This is an optimization exercise on Yosys and OpenROAD, whose aim is small area, not a production implementation. In this exercise RTL edits were held to simulation tests only and were not proved equivalent to the original.

==> job 2468: inputs <==
==> flow/design.v (excerpt) <==
module AES_Masked (
  input               io_clk,
  input               io_reset,
  input               io_enable,
  input               io_pt1_valid,
  output              io_pt1_ready,
  input      [31:0]   io_pt1_payload,
  input               io_pt2_valid,
  output              io_pt2_ready,
  input      [31:0]   io_pt2_payload,
  input               io_key1_valid,
  output              io_key1_ready,
  input      [31:0]   io_key1_payload,
  input               io_key2_valid,
  output              io_key2_ready,
  input      [31:0]   io_key2_payload,
  input      [27:0]   io_m,
  output              io_ct1_valid,
  input               io_ct1_ready,
  output     [31:0]   io_ct1_payload,
  output              io_ct2_valid,
  input               io_ct2_ready,
  output     [31:0]   io_ct2_payload,
  output              io_done
);
  localparam S_IDLE = 2'd0;
  localparam S_INIT = 2'd1;
  localparam S_ROUND = 2'd2;
  localparam S_DONE = 2'd3;
  reg  [1:0] fsm;
  reg  [4:0] cnt;
  reg  [3:0] round;
  reg  [127:0] st1, st2, ky1, ky2;
  wire idle  = (fsm == S_IDLE);
  wire init  = (fsm == S_INIT);
  wire rnd   = (fsm == S_ROUND);
  wire done  = (fsm == S_DONE);
  wire lo4   = (cnt < 5'd4);
  assign io_pt1_ready  = init & lo4;
  assign io_key1_ready = init & lo4;
  assign io_pt2_ready  = init & ~lo4;
  assign io_key2_ready = init & ~lo4;
  assign io_ct1_valid  = done & lo4;
  assign io_ct2_valid  = done & ~lo4;
  assign io_done       = done;
  wire take1 = init & lo4 & io_pt1_valid & io_key1_valid;
  ...
==> module KeyNext, before the edit <==
module KeyNext (
  input  [127:0] k,
  input  [7:0]   sb,
  input  [31:0]  pl,
  input          k_ch,
  input          k_sb,
  input          k_rc,
  input          k_x,
  input          ld,
  input          ldv,
  output [127:0] n
);
  wire hold = ~(k_ch | k_sb | k_rc | ld);
  wire y_pl = ld & ldv;
  genvar i;
  generate
    for (i = 0; i < 16; i = i + 1) begin : g
      wire [7:0] q = k[8*i +: 8];
      wire [7:0] y = (i >= 12) ? ({8{y_pl}} & pl[8*(i - 12) +: 8]) : k[8*(i + 4) +: 8];
      if (i < 3) begin : c0
        assign n[8*i +: 8] = ({8{k_ch | k_rc}} & k[8*(i + 1) +: 8]) | ({8{ld}} & y) |
                             ({8{hold | k_sb}} & q);
      end else if (i == 3) begin : r3c0
        assign n[8*i +: 8] = ((({8{k_ch}} & k[39:32]) | ({8{k_rc}} & sb)) ^
                              ({8{k_x | k_rc}} & k[7:0])) | ({8{ld}} & y) |
                             ({8{hold | k_sb}} & q);
      end else if (i < 12) begin : mid
        assign n[8*i +: 8] = ({8{k_ch}} & k[8*(i + 1) +: 8]) | ({8{ld}} & y) |
                             ({8{hold | k_sb | k_rc}} & q);
      end else if (i < 15) begin : c3
        assign n[8*i +: 8] = ({8{k_ch | k_sb}} & k[8*(i + 1) +: 8]) | ({8{ld}} & y) |
                             ({8{hold | k_rc}} & q);
      end else begin : r3c3
        assign n[8*i +: 8] = ({8{k_ch}} & k[7:0]) | ({8{k_sb}} & k[103:96]) | ({8{ld}} & y) |
                             ({8{hold | k_rc}} & q);
      end
    end
  endgenerate
endmodule
export LEC_CHECK = 0
export CAP_MARGIN = 20
export CORE_MARGIN = 2
export CORE_UTILIZATION = 40
export SLEW_MARGIN = 20
create_clock -name core_clock -period 6.0 [get_ports {io_clk}]
standard.sh (not shown) runs the stock make flow with config.mk's settings and CLKGATE_MAP_FILE= SYNTH_SCRIPT=/design/flow/synth_recipe.tcl, a recipe that flattens the netlist after the stock synthesis.
==> flow/flow/run.sh <==
#!/bin/bash
# Layout flow: the standard ORFS flow (standard.sh) with three changes:
#  - synthesis is the standard flow's own script except that ABC maps for area
#    (flow/synth.tcl, flow/area.abc); registers are untouched,
#  - port buffers are the smallest buffer cell,
#  - a lighter clock tree (smaller buffers, no dummy loads).
# Each step's full output goes to the ORFS logs under orfs/logs/; make's own
# output goes to flow_make.log here.
set -euo pipefail
cd "$(dirname "$0")/.."
export MY_ABC_SCRIPT="$PWD/flow/area.abc"
bash standard.sh \
  "SYNTH_SCRIPT=$PWD/flow/synth.tcl" \
  "BUFFER_PORTS_ARGS=-buffer_cell sky130_fd_sc_hd__buf_1" \
  "CTS_ARGS=-sink_clustering_enable -repair_clock_nets -dont_use_dummy_load -buf_list {sky130_fd_sc_hd__clkbuf_8} -sink_clustering_size 20 -sink_clustering_max_diameter 50" \
  finish > flow_make.log 2>&1
==> flow/flow/area.abc <==
&get -n
&st
&dch -f
&nf -R 1000 -C 32 -F 8 -p -a
&put
==> flow/flow/synth.tcl <==
# synth_recipe.tcl (the standard synthesis) with one change: ABC maps the
# combinational logic with an area-oriented script (flow/area.abc).
proc synth {args} { yosys synth -nofsm -noshare {*}$args }
proc abc {args} {
  set i [lsearch -exact $args -script]
  if { $i >= 0 } {
    set args [lreplace $args [expr {$i + 1}] [expr {$i + 1}] $::env(MY_ABC_SCRIPT)]
  }
  yosys abc {*}$args
}
source $::env(SCRIPTS_DIR)/synth.tcl
# left out here: clear keep_hierarchy, flatten, clean up, hide names made inside functions, write 1_2_yosys.v
==> job 2160 (differences from job 2468) <==
--- a/flow/design.v
+++ b/flow/design.v
@@ -237,4 +237,4 @@
       end else if (i == 3) begin : r3c0
-        assign n[8*i +: 8] = ((({8{k_ch}} & k[39:32]) | ({8{k_rc}} & sb)) ^
-                              ({8{k_x | k_rc}} & k[7:0])) | ({8{ld}} & y) |
+        assign n[8*i +: 8] = ({8{k_ch}} & (k[39:32] ^ ({8{k_x}} & k[7:0]))) |
+                             ({8{k_rc}} & (sb ^ k[7:0])) | ({8{ld}} & y) |
                              ({8{hold | k_sb}} & q);
--- a/flow/flow/run.sh
+++ b/flow/flow/run.sh
@@ -14,3 +14,3 @@
   "BUFFER_PORTS_ARGS=-buffer_cell sky130_fd_sc_hd__buf_1" \
-  "CTS_ARGS=-sink_clustering_enable -repair_clock_nets -dont_use_dummy_load -buf_list {sky130_fd_sc_hd__clkbuf_8} -sink_clustering_size 20 -sink_clustering_max_diameter 50" \
+  "CTS_ARGS=-sink_clustering_enable -repair_clock_nets -dont_use_dummy_load -buf_list {sky130_fd_sc_hd__clkbuf_8} -sink_clustering_size 16 -sink_clustering_max_diameter 45" \
   finish > flow_make.log 2>&1
==> flow/flow/area.abc (replaced) <==
&get -n
&st
&dch
&nf -R 1000
&put
==> job 557 (differences from job 2468) <==
--- a/flow/design.v
+++ b/flow/design.v
@@ -237,4 +237,4 @@
       end else if (i == 3) begin : r3c0
-        assign n[8*i +: 8] = ((({8{k_ch}} & k[39:32]) | ({8{k_rc}} & sb)) ^
-                              ({8{k_x | k_rc}} & k[7:0])) | ({8{ld}} & y) |
+        assign n[8*i +: 8] = ({8{k_ch}} & (k[39:32] ^ ({8{k_x}} & k[7:0]))) |
+                             ({8{k_rc}} & (sb ^ k[7:0])) | ({8{ld}} & y) |
                              ({8{hold | k_sb}} & q);
==> flow/flow/run.sh (replaced) <==
#!/bin/bash
# Layout flow: the standard ORFS flow (standard.sh) with smaller port
# buffers and a lighter clock tree. Each step's full output goes to the ORFS
# logs under orfs/logs/; make's own output goes to flow_make.log here.
set -euo pipefail
cd "$(dirname "$0")/.."
bash standard.sh \
  "BUFFER_PORTS_ARGS=-buffer_cell sky130_fd_sc_hd__buf_1" \
  "CTS_ARGS=-sink_clustering_enable -repair_clock_nets -dont_use_dummy_load -buf_list {sky130_fd_sc_hd__clkbuf_4 sky130_fd_sc_hd__clkbuf_8} -sink_clustering_size 20 -sink_clustering_max_diameter 60" \
  finish > flow_make.log 2>&1
removed: flow/flow/area.abc
removed: flow/flow/synth.tcl
==> qor summary <==
| item | job 2160 | job 2468 | job 557 |
|---|---|---|---|
| Status | timing/DRC/antenna clean | timing/DRC/antenna clean | timing/DRC/antenna clean |
| Detail-routed net length per standard cell | 20.7 µm | 19.6 µm | 20.7 µm |
| Routability congestion estimate from global placement | 0.912 | 0.878 | 0.847 |
| Clock transition at the registers of the reported paths | 0.09 ns | 0.10 ns | 0.11 ns |
| Worst reg-to-reg path cell count | 8 | 10 | 13 |
| Instance count after placement with tap cells included | 4300 | 4250 | 4443 |
| First-pass GRT wire length | 137 mm | 132 mm | 142 mm |
| Minimum period implied by the final worst setup slack | 4.71 ns | 4.11 ns | 4.28 ns |
| Met3 routing resource usage after global routing | 4.22% | 3.43% | 3.08% |
| Final nets | 3601 | 3542 | 3629 |
| Diodes inserted | 3 | 1 | 3 |
| Detail-routed via count per cell | 5.79 | 5.74 | 5.82 |
| Ratio of final minimum period to clock period | 78.6% | 68.5% | 71.3% |


==> build 52: inputs <==
RTL: one of the versions met above, not the one the previous note started from.
Settings: LEC_CHECK=0, CAP_MARGIN=20, CORE_MARGIN=2, CORE_UTILIZATION=40, SLEW_MARGIN=20; clock period 6.0 ns.
==> flow/flow/run.sh <==
#!/bin/bash
# Layout flow: the standard ORFS flow (standard.sh) with three changes:
#  - synthesis is the standard flow's own script except that ABC maps for area
#    (flow/synth.tcl, flow/area.abc); registers are untouched,
#  - port buffers are the smallest buffer cell,
#  - a lighter clock tree (smaller buffers, no dummy loads).
# Each step's full output goes to the ORFS logs under orfs/logs/; make's own
# output goes to flow_make.log here.
set -euo pipefail
cd "$(dirname "$0")/.."
export MY_ABC_SCRIPT="$PWD/flow/area.abc"
bash standard.sh \
  "SYNTH_SCRIPT=$PWD/flow/synth.tcl" \
  "BUFFER_PORTS_ARGS=-buffer_cell sky130_fd_sc_hd__buf_1" \
  "CTS_ARGS=-sink_clustering_enable -repair_clock_nets -dont_use_dummy_load -buf_list {sky130_fd_sc_hd__clkbuf_8} -sink_clustering_size 24 -sink_clustering_max_diameter 55" \
  finish > flow_make.log 2>&1
==> flow/flow/area.abc <==
&get -n
&st
&dch -f
&nf -R 1000 -C 32 -F 8 -p -a
&put
==> flow/flow/synth.tcl <==
# synth_recipe.tcl (the standard synthesis) with one change: ABC maps the
# combinational logic with an area-oriented script (flow/area.abc).
proc synth {args} { yosys synth -nofsm -noshare {*}$args }
proc abc {args} {
  set i [lsearch -exact $args -script]
  if { $i >= 0 } {
    set args [lreplace $args [expr {$i + 1}] [expr {$i + 1}] $::env(MY_ABC_SCRIPT)]
  }
  yosys abc {*}$args
}
source $::env(SCRIPTS_DIR)/synth.tcl
# left out here: clear keep_hierarchy, flatten, clean up, hide names made inside functions, write 1_2_yosys.v
==> inputs of build 26, as changes to build 52 <==
==> flow/run.sh (new file) <==
#!/bin/bash
# synth_recipe.tcl (not shown) runs the flow's synth.tcl, then flattens the netlist and writes it again
# the make line also repeats each setting of config.mk as NAME=value (left out here)
make -C /OpenROAD-flow-scripts/flow DESIGN_CONFIG=/design/flow/config.mk WORK_HOME=/design/flow/orfs CLKGATE_MAP_FILE= SYNTH_SCRIPT=/design/flow/synth_recipe.tcl finish
removed: flow/flow/run.sh
removed: flow/flow/area.abc
removed: flow/flow/synth.tcl
removed: flow/standard.sh
==> inputs of build 97, as changes to build 52 <==
--- a/flow/flow/run.sh
+++ b/flow/flow/run.sh
@@ -14,3 +14,3 @@
   "BUFFER_PORTS_ARGS=-buffer_cell sky130_fd_sc_hd__buf_1" \
-  "CTS_ARGS=-sink_clustering_enable -repair_clock_nets -dont_use_dummy_load -buf_list {sky130_fd_sc_hd__clkbuf_8} -sink_clustering_size 24 -sink_clustering_max_diameter 55" \
+  "CTS_ARGS=-sink_clustering_enable -repair_clock_nets -dont_use_dummy_load -buf_list {sky130_fd_sc_hd__clkbuf_8} -sink_clustering_size 20 -sink_clustering_max_diameter 50" \
   finish > flow_make.log 2>&1
==> flow/flow/area.abc (replaced) <==
&get -n
&st
&dch
&nf -R 1000
&put
==> notes.md <==
Build 97 completed without violations. Build 52 finished with timing, DRC and antenna clean. Build 26 completed without violations. Global-route usage, lowest first: build 52, build 26, build 97. Sequential share of layout area: build 52 > build 97 > build 26. Critical path depth: build 26 < build 97 < build 52. The lowest maximum frequency belongs to build 97, the highest to build 52.

[re-timing with driven ports]
No port has a modelled driver above. Below, the same layouts with a new extraction and two added sets of constraints.
Step 1 sets driving cells, clkbuf_16 on the clock port and buf_2 on the other inputs (assumed; they add their load-dependent delay and slew).
Step 2 adds t to the input delays and takes it off the output delays; t is the mean of the earliest and latest rising clock arrival at the registers after step 1. Input paths then give back, and output paths get back, about the clock's delay inside the block.
Three values: no drivers, after step 1, after step 2; two values: the first two.
run	t, ns	slack for setup (ns)	hold WS [ns]	worst data-port slew with drivers (ns)
job 2468	0.724	1.891 / 1.891 / 1.891	0.323 / 0.323 / 0.323	0.12
job 2160	0.716	1.286 / 1.226 / 1.322	0.300 / 0.300 / 0.300	0.10
job 557	0.726	1.720 / 1.720 / 1.720	0.303 / 0.303 / 0.303	0.09
build 52	0.733	1.530 / 1.518 / 1.530	0.324 / 0.324 / 0.324	0.10
build 26	0.676	1.488 / 1.428 / 1.569	0.324 / 0.324 / 0.324	0.07
build 97	0.744	1.241 / 1.189 / 1.241	0.303 / 0.303 / 0.303	0.10
After both steps every run listed still meets setup and hold.
